Context: an optimization exercise on an open-source flow, tuned for small area and a short achievable clock period. The choices shown serve that exercise and are no tape-out recipe. Only simulation tests tie the RTL to the original design; equivalence was not proved. Power and IR drop assume default switching activity.

==> flow/design.v (outline; a module is shown in full before it is edited, if it fits) <==
// module MAC_R0_0_16: 103 lines
// module MAC_R0_16_17: 160 lines
// module MAC_R0_17_18: 160 lines
// module MAC_R0_18_18: 160 lines
// module MAC_RN_0_16: 191 lines
// module MAC_RN_16_17: 248 lines
// module MAC_RN_17_18: 248 lines
// module MAC_RN_18_18: 248 lines
// module MMU: 53 lines
module MMU #(parameter depth=4, bit_width=8, acc_width=32, size=4)
(
   input          clk,
   input          control,
   input  [31:0]  data_arr,
   input  [31:0]  wt_arr,
   output [127:0] acc_out
);
  // ...
==> flow/run.sh <==
#!/bin/bash
# synth_recipe.tcl (not shown) runs the flow's synth.tcl, then flattens the netlist and writes it again
# the make line also repeats each setting of config.mk as NAME=value (left out here)
make -C /OpenROAD-flow-scripts/flow DESIGN_CONFIG=/design/flow/config.mk WORK_HOME=/design/flow/orfs CLKGATE_MAP_FILE= SYNTH_SCRIPT=/design/flow/synth_recipe.tcl finish
==> flow/config.mk <==
export PLATFORM = sky130hd
export DESIGN_NAME = MMU
export DESIGN_NICKNAME = MMU
export VERILOG_FILES = /design/flow/design.v
export SDC_FILE = /design/flow/constraint.sdc
export NUM_CORES = 4
export LEC_CHECK = 0
export CAP_MARGIN = 20
export CORE_MARGIN = 2
export CORE_UTILIZATION = 60
export SETUP_SLACK_MARGIN = 4.2
export SLEW_MARGIN = 20
export TNS_END_PERCENT = 5
==> flow/constraint.sdc <==
create_clock -name core_clock -period 7.0 [get_ports {clk}]
set_input_delay 1.4000 -clock core_clock [delete_from_list [all_inputs] [get_ports {clk}]]
set_output_delay 1.4000 -clock core_clock [all_outputs]
set_load 0.01 [all_outputs]
==> results.txt, run 1 <==
DR vias = 37300
Fill cells = 7581
Initial antenna violation count = 0
Met2 wire len = 54100 um
Worst reg2reg setup slack = 4.03 ns
Pint = 13.1 mW
Hold Crit Start = row[2].gn.u_c0.m[0]
Syn Std Cell Area = 58800 um2
XOR/XNOR share of the synthesized area = 2.64%
YS warnings = 10
CTS max path bufs = 3
Compound-cell area share of the yosys netlist = 8.26%
Required @ worst endpoint = 5.60 ns
Tap cells = 1276
Synth Area in Simple Gates = 14.9%
PostCTS Resize Cnt = 52
Worst path cell trace = clkdlybuf4s50_1
Top cells by count, synth = dfxtp_1, fa_1, and2_1
Crit path max-delay family = buffers and inverters
Lkg Pwr = 30.7 nW
F_max = 336 MHz
Die X = 317 um
Detail Route met3 WL = 5180 um
Cell variety after synth = 89
Status = finished clean
Seq. pwr = 7.29 mW
Routing usage on met1 = 37.7%
Met2 Usage GRT = 38.8%
Tcrit/Tclk final = 42.5%
Main combinational cell family by area after synthesis = adder cells
Layout non-clock buf frac = 2.91%
==> inputs of run 2 (changes only) <==
--- a/flow/config.mk
+++ b/flow/config.mk
@@ -9,4 +9,5 @@
 export CORE_MARGIN = 2
 export CORE_UTILIZATION = 60
+export CTS_BUF_LIST = sky130_fd_sc_hd__clkbuf_4 sky130_fd_sc_hd__clkbuf_8
 export SETUP_SLACK_MARGIN = 4.2
 export SLEW_MARGIN = 20
==> results.txt, run 2 <==
Layout cells sized above 1 = 12.9% (was 10.3%)
Max incr delay on CP = 0.69 ns (was 0.58 ns)
# DRC = 0 (unchanged)
Pin count of the biggest net entering global routing = 109 (unchanged)
Sequential share of power = 38.5% (was 37.5%)
Commonest non-fill, non-tap cell in the layout = dfxtp_1 (unchanged)
DR vias = 37700 (was 37300)
Pint = 12.6 mW (was 13.1 mW)
Lkg Pwr = 31.0 nW (was 30.7 nW)
Switching power of the nets = 6.31 mW (about the same)
YS warnings = 10 (unchanged)
Post-synth top area share = 28.5% (unchanged)
Tot Pwr = 18.9 mW (was 19.4 mW)
First-pass GRT wire length = 203000 um (was 201000 um)
Largest register by flop count = d (unchanged)
Clock Skew = 0.0282 ns (was 0.0288 ns)
F_max = 341 MHz (was 336 MHz)
Synth area leader = dfxtp_1 (unchanged)
CP startpoint kind = primary input (was register)
Nets = 6753 (was 6683)
Min-Delay Path Class = reg2reg (unchanged)
Critical-path top delay cell = clkdlybuf4s50_1 (unchanged)
CTS max path bufs = 3 (unchanged)
Setup CP Type = in2reg (was reg2out)
Vias per cell = 5.31 (was 5.35)
Drt wl/cell = 17.3 um (was 17.6 um)
Post-synthesis cell count = 5408 (unchanged)
Top cells by count, synth = dfxtp_1, fa_1, and2_1 (unchanged)
Final core utilization = 68.3% (about the same)
Final min period = 2.93 ns (was 2.98 ns)
Final max-slew violation count = 0 (unchanged)
Pwr Density = 286 nW/um2 (was 294 nW/um2)
Most frequent cells in the layout = dfxtp_1, fa_1, and2_1 (unchanged)
Tcrit/Tclk final = 41.9% (was 42.5%)
First-iteration detailed-routing DRC count = 2017 (was 2061)
Placement Cell Area = 61200 um2 (unchanged)
Asr flop ratio synth = 0% (unchanged)
Number of synthesized flops with an enable pin = 164 (unchanged)
Data arrival time of the critical path = 3.64 ns (was 1.58 ns)
GRT overflow = 0 (unchanged)
Most frequent CP cell = fa_1
Reg clk slew, reported paths = 0.06 ns (about the same)
Core area = 96900 um2 (unchanged)
Non-Filler Instances = 7101 (was 6974)
Sequential area share after synthesis = 36.9% (unchanged)
Die area = 101000 um2 (unchanged)
CTS tree = built (unchanged)
Cell variety after synth = 89 (unchanged)
I/O pin count = 194 (unchanged)
Final Hold Vio Count = 0 (unchanged)
Cts bufs inserted = 167 (was 109)
Final setup viols = 0 (unchanged)
Buffers on Ports = 137 (unchanged)
CTS sink count = 1001 (unchanged)
# rows = 114 (unchanged)
Crit. End Element = register (was output port)
Max rail drop VDD = 0.201 mV (was 0.241 mV)
Avg Cell Area, Syn = 10.9 um2 (unchanged)
Initial antenna violation count = 1 (was 0)
Hpwl dp = 92400 um (unchanged)
Worst-Margin Slew = 0.991 ns (was 0.999 ns)
RSZ-0062 raised after global routing = yes (unchanged)
Top fanout value on the critical path = 12 (was 1)
Hold Crit Start = row[2].gn.u_c0.m[0] (unchanged)
Post-route cell area = 66200 um2 (about the same)
R2r startpoint = row[1].gn.u_c1.wt_out[5] (unchanged)
Final WL = 123000 um (was 122000 um)
Max Cap Viol = 0 (unchanged)
Total track usage = 25.4% (was 25.1%)
Critical path buffer and inverter count = 2 (was 1)
H-tree levels = 4 (was 3)
Layout area overhead = 12.5% (about the same)
Max FFs per register = 96 (unchanged)
Setup Slack @ Placement = 2.89 ns (unchanged)
Max-slew headroom = 33.9% (was 33.4%)
Switching portion of total power = 33.3% (was 32.5%)
WHS = 0.445 ns (was 0.444 ns)
Final WS setup = 4.07 ns (was 4.02 ns)
DP Cell Count = 6702 (unchanged)
Most frequent cell after synthesis = dfxtp_1 (unchanged)
#FFs+latches synth = 1001 (unchanged)
Global placement routability congestion = 0.881 (unchanged)
Largest cells by area after synthesis = dfxtp_1, fa_1, edfxtp_1, ha_1, and2_1 (unchanged)
Die X = 317 um (unchanged)
Worst-skew pair later-pin latency = 0.84 ns (was 0.69 ns)
Initial core utilization = 60.7% (unchanged)
Status = finished clean (unchanged)
Ys flop type = dfxtp_1 (unchanged)
Setup TNS = 0 ns (unchanged)
Syn Std Cell Area = 58800 um2 (unchanged)
Worst setup path start = data_arr[10] (was row[0].g0.u_c3.acc_out[5])
Root buf cell = clkbuf_8 (was clkbuf_16)
Worst path cell trace = clkdlybuf4s50_1 > nor2b_4 > a22oi_2 > fa_1 > inv_1 > fa_1 (was clkdlybuf4s50_1)
Iteration count of the initial detailed-routing pass = 5 (unchanged)
Required @ worst endpoint = 7.71 ns (was 5.60 ns)
Die height = 317 um (unchanged)
Number of global-route vias before repair = 38900 (was 38300)
Crit path max-delay family = adder cells (was buffers and inverters)
Logic pwr share = 31.4% (was 30.6%)
Clk pwr share = 30.2% (was 31.9%)
Final ANT Viol Nets = 0 (unchanged)
run 2: kinds of logic after synthesis:
logic type / after synthesis / synth area share (%)
fa+ha+maj: 1011 / 29.6
mux: 143 / 2.72
buf+inv: 711 / 4.96
flops: 1001 / 36.9
xor+xnor: 177 / 2.64
compound gates: 710 / 8.26
simple gates: 1654 / 14.9
other cells: 1 / 0.00638
run 2: path summary, 6_finish.rpt:
check | end | slack, ns | cells past startpoint
setup / recovery | row[0].g0.u_c1.m[17] | 4.07 | 6
hold reg to reg | row[2].gn.u_c0.acc_out[0] | 0.45 | 1
setup reg to reg | row[1].gn.u_c1.m[16] | 4.09 | 7
hold / removal | row[2].gn.u_c0.acc_out[0] | 0.45 | 1
run 2: layout make-up:
type                       count  area (um2)
multi-input combinational   3751       35100
fill                        7645       30700
sequential                  1001       21700
clock buffer                 261        3220
inverter                     531        1990
timing repair buffer         224        1970
tap                         1276        1600
clock inverter                52         558
antenna                        5        12.5
run 2: repair_timing:
action	4_1_cts	5_1_grt
setup endpoints to repair	232	265
setup buffers	66	15
hold buffers	0	0
resized for setup	262	80
pin swaps	75	30
run 2: per-layer routing:
metal	global-route usage [%]	up-vias	part of all wire, %
met2	38.8	755	44
met5	0	-	0
met1	37.6	18500	49
li1	-	18200	-
met4	7.67	0	2.2
met3	3.90	215	4.4
run 2: power by group through the flow:
stage | Sequential, mW | Combinational (mW) | Clock (mW)
global route | 7.37 | 6.75 | 6.12
global placement | 7.42 | 5.69 | 0
finish | 7.29 | 5.94 | 5.71
CTS | 7.29 | 5.83 | 5.87
floorplan | 7.17 | 4.51 | 0
detailed placement | 7.43 | 5.78 | 0
==> inputs of run 3 (changes only) <==
--- a/flow/config.mk
+++ b/flow/config.mk
@@ -8,7 +8,5 @@
 export CAP_MARGIN = 20
 export CORE_MARGIN = 2
-export CORE_UTILIZATION = 60
-export CTS_BUF_LIST = sky130_fd_sc_hd__clkbuf_4 sky130_fd_sc_hd__clkbuf_8
+export CORE_UTILIZATION = 40
 export SETUP_SLACK_MARGIN = 4.2
 export SLEW_MARGIN = 20
-export TNS_END_PERCENT = 5
==> results.txt, run 3 <==
Status = finished clean (unchanged)
Crit. End Element = register (unchanged)
Hpwl dp = 97200 um (was 92400 um)
Global placement routability congestion = 0.841 (was 0.881)
Pint = 13.1 mW (was 12.6 mW)
Most frequent cells in the layout = dfxtp_1, fa_1, inv_1 (was dfxtp_1, fa_1, and2_1)
Required @ worst endpoint = 7.64 ns (was 7.71 ns)
Die height = 387 um (was 317 um)
First-iteration detailed-routing DRC count = 1662 (was 2017)
Number of global-route vias before repair = 39500 (was 38900)
Logic pwr share = 32.0% (was 31.4%)
Fill cells = 13500 (was 7645)
Core area = 146000 um2 (was 96900 um2)
Max-slew headroom = 39.9% (was 33.9%)
Ant. Diodes = 0 (was 5)
Syn Std Cell Area = 58800 um2 (unchanged)
Tcrit/Tclk final = 41.1% (was 41.9%)
Data arrival time of the critical path = 3.52 ns (was 3.64 ns)
Largest register by flop count = d (unchanged)
Die X = 387 um (was 317 um)
Die area = 150000 um2 (was 101000 um2)
RSZ-0062 raised after global routing = yes (unchanged)
Total track usage = 17.5% (was 25.4%)
H-tree levels = 3 (was 4)
Final max-slew violation count = 0 (unchanged)
Pin count of the biggest net entering global routing = 172 (was 109)
CTS max path bufs = 3 (unchanged)
Initial antenna violation count = 1 (unchanged)
F_max = 348 MHz (was 341 MHz)
Critical-path top delay cell = fa_2 (was clkdlybuf4s50_1)
Post-synthesis cell count = 5408 (unchanged)
Nets = 6740 (was 6753)
Register area = 21800 um2 (was 21700 um2)
Worst path cell trace = buf_6 > and2_4 > fa_2 > fa_1 > inv_1 > fa_1 > inv_1 > fa_2 (was clkdlybuf4s50_1 > nor2b_4 > a22oi_2 > fa_1 > inv_1 > fa_1)
Switching power of the nets = 6.63 mW (was 6.31 mW)
I/O pin count = 194 (unchanged)
Setup TNS = 0 ns (unchanged)
Post-route cell area = 68200 um2 (was 66200 um2)
Cell variety after synth = 89 (unchanged)
Max Cap Viol = 0 (unchanged)
Commonest non-fill, non-tap cell in the layout = dfxtp_1 (unchanged)
Final min period = 2.88 ns (was 2.93 ns)
YS warnings = 10 (unchanged)
Synth area leader = dfxtp_1 (unchanged)
Clock Skew = 0.0294 ns (was 0.0282 ns)
Sequential area share after synthesis = 36.9% (unchanged)
Max FFs per register = 96 (unchanged)
First-pass GRT wire length = 213000 um (was 203000 um)
Final WL = 130000 um (was 123000 um)
CP startpoint kind = register (was primary input)
# rows = 140 (was 114)
#FFs+latches synth = 1001 (unchanged)
Most frequent cell after synthesis = dfxtp_1 (unchanged)
Max incr delay on CP = 0.53 ns (was 0.69 ns)
Met2 Usage GRT = 28.7% (was 38.8%)
Routing usage on met1 = 24.4% (was 37.6%)
Grt peak-use layer = met2 (unchanged)
CTS sink count = 1001 (unchanged)
Max rail drop VDD = 0.206 mV (was 0.201 mV)
Sequential share of power = 36.9% (was 38.5%)
Iteration count of the initial detailed-routing pass = 5 (unchanged)
Avg Cell Area, Syn = 10.9 um2 (unchanged)
Drt wl/cell = 17.0 um (was 17.3 um)
Post-synth top area share = 28.5% (unchanged)
DR vias = 37300 (was 37700)
Worst-skew pair later-pin latency = 0.73 ns (was 0.84 ns)
Vias per cell = 4.87 (was 5.31)
Cts bufs inserted = 111 (was 167)
Setup CP Type = reg2reg (was in2reg)
Buffers on Ports = 137 (unchanged)
GRT overflow = 0 (unchanged)
Multi-input gate area in the final layout = 35900 um2 (was 35100 um2)
Ys flop type = dfxtp_1 (unchanged)
Reg clk slew, reported paths = 0.06 ns (about the same)
Top fanout value on the critical path = 3 (was 12)
Pwr Density = 290 nW/um2 (was 286 nW/um2)
CTS tree = built (unchanged)
# DRC = 0 (unchanged)
Lkg Pwr = 31.2 nW (was 31.0 nW)
Root buf cell = clkbuf_16 (was clkbuf_8)
Top cells by count, synth = dfxtp_1, fa_1, and2_1 (unchanged)
Hold buffers post-CTS = 0 (unchanged)
Final ANT Viol Nets = 0 (unchanged)
Min-Delay Path Class = reg2reg (unchanged)
Asr flop ratio synth = 0% (unchanged)
Final Hold Vio Count = 0 (unchanged)
Met3 GRT Util = 2.22% (was 3.90%)
Placement Cell Area = 62300 um2 (was 61200 um2)
Layout area overhead = 16.0% (was 12.5%)
Switching portion of total power = 33.5% (was 33.3%)
Initial core utilization = 40.3% (was 60.7%)
Layout cells sized above 1 = 15.6% (was 12.9%)
Number of synthesized flops with an enable pin = 164 (unchanged)
Clk pwr share = 31.1% (was 30.2%)
Worst-Margin Slew = 0.901 ns (was 0.991 ns)
Final setup viols = 0 (unchanged)
Largest cells by area after synthesis = dfxtp_1, fa_1, edfxtp_1, ha_1, and2_1 (unchanged)
run 3: cell counts after synthesis:
Identical to the previous run, type by type.
run 3: area by class of cell:
cell class	instances	area share, %
multi-input combinational	3751	52.5
sequential	1001	31.9
clock buffer	144	4.66
tap	1917	3.51
timing repair buffer	267	3.36
inverter	531	2.92
clock inverter	64	1.10
run 3: metal layers:
layer  routed length, um  vias up
li1                    -    18100
met1               63000    18500
met2               60300      553
met5                  10        -
met4                2590        2
met3                4350      157
run 3: worst max-delay path: cells and delay by family (launching register included):
family	cells	cell delay (ns)
adder cells (fa/ha/maj)	4	1.95
flip-flops	1	0.47
buffers and inverters	3	0.26
AND/OR/NAND/NOR	1	0.13
run 3: cells by family after synthesis:
family	Yosys count	share of synthesized area, %
buffers and inverters	711	4.96
multiplexers	143	2.72
adder cells (fa/ha/maj)	1011	29.6
AO/OA/AOI/OAI	710	8.26
AND/OR/NAND/NOR	1654	14.9
other	1	0.00638
flip-flops	1001	36.9
XOR/XNOR	177	2.64
run 3: power groups by stage:
stage	logic, mW	registers [mW]	clock network (mW)
floorplan	4.54	7.17	0
global placement	5.84	7.44	0
detailed placement	5.91	7.44	0
CTS	6.02	7.29	6.35
global route	7.15	7.37	6.57
finish	6.32	7.28	6.15
run 3: path summary, 6_finish.rpt:
check / start / endpoint / slack, ns / cells past startpoint
setup / recovery: row[3].gn.u_c1.wt_out[7] / row[3].gn.u_c1.m[18] / 4.12 / 8
hold / removal: row[2].gn.u_c0.m[0] / row[2].gn.u_c0.acc_out[0] / 0.44 / 1
setup reg to reg: row[3].gn.u_c1.wt_out[7] / row[3].gn.u_c1.m[18] / 4.12 / 8
hold reg to reg: row[2].gn.u_c0.m[0] / row[2].gn.u_c0.acc_out[0] / 0.44 / 1
run 3: per-stage QoR:
step | util (%) | hold WS (ns) | power [mW] | setup slack [ns] | cells
6_report | 46.8 | 0.444 | 19.8 | 4.12 | 7675
5_1_grt | 46.8 | 0.461 | 21.1 | 4.07 | 7675
4_1_cts | 46.1 | 0.449 | 19.7 | 4.10 | 7632
3_5_place_dp | 42.8 | 0.430 | 13.4 | 2.85 | 7341
3_3_place_gp | 42.8 | 0.429 | 13.3 | 2.87 | 7341
2_1_floorplan | - | 0.414 | 11.7 | 3.91 | 5463
run 3: repair_timing:
| action | CTS | global route |
|---|---|---|
| setup buffers | 82 | 43 |
| endpoints found under the setup margin | 243 | 183 |
| cloned | 1 | 0 |
| resized for setup | 298 | 200 |
| pin swaps | 167 | 145 |

[static timing again, ports no longer ideal]
How much do the figures lean on ideal ports? The routed layouts below were timed once more, with nothing changed but the port constraints.
Step 1 sets driving cells, clkbuf_16 on the clock port and buf_2 on the other inputs (assumed; they add their load-dependent delay and slew).
Step 2, shift: input delay + t, output delay - t, t = (earliest + latest rising clock arrival at the registers) / 2. This alone moves slack from input paths to output paths.
a / b / c = no drivers / after step 1 / after step 2; a / b = the first two.
run | shift t [ns] | setup WS [ns] | clock arrival spread, ns | slew at the worst register clock pin (ns)
run 1 | 0.738 | 4.023 / 3.959 / 3.420 | 0.031 / 0.030 | 0.07 / 0.07
run 2 | 0.895 | 4.070 / 4.093 / 3.220 | 0.035 / 0.035 | 0.07 / 0.07
run 3 | 0.790 | 4.124 / 4.124 / 3.504 | 0.039 / 0.039 | 0.07 / 0.07
After both steps setup and hold are still met in every run listed. For run 2, which loses most, drivers alone change the setup slack by +0.023 ns; drivers and shift together by -0.850 ns.
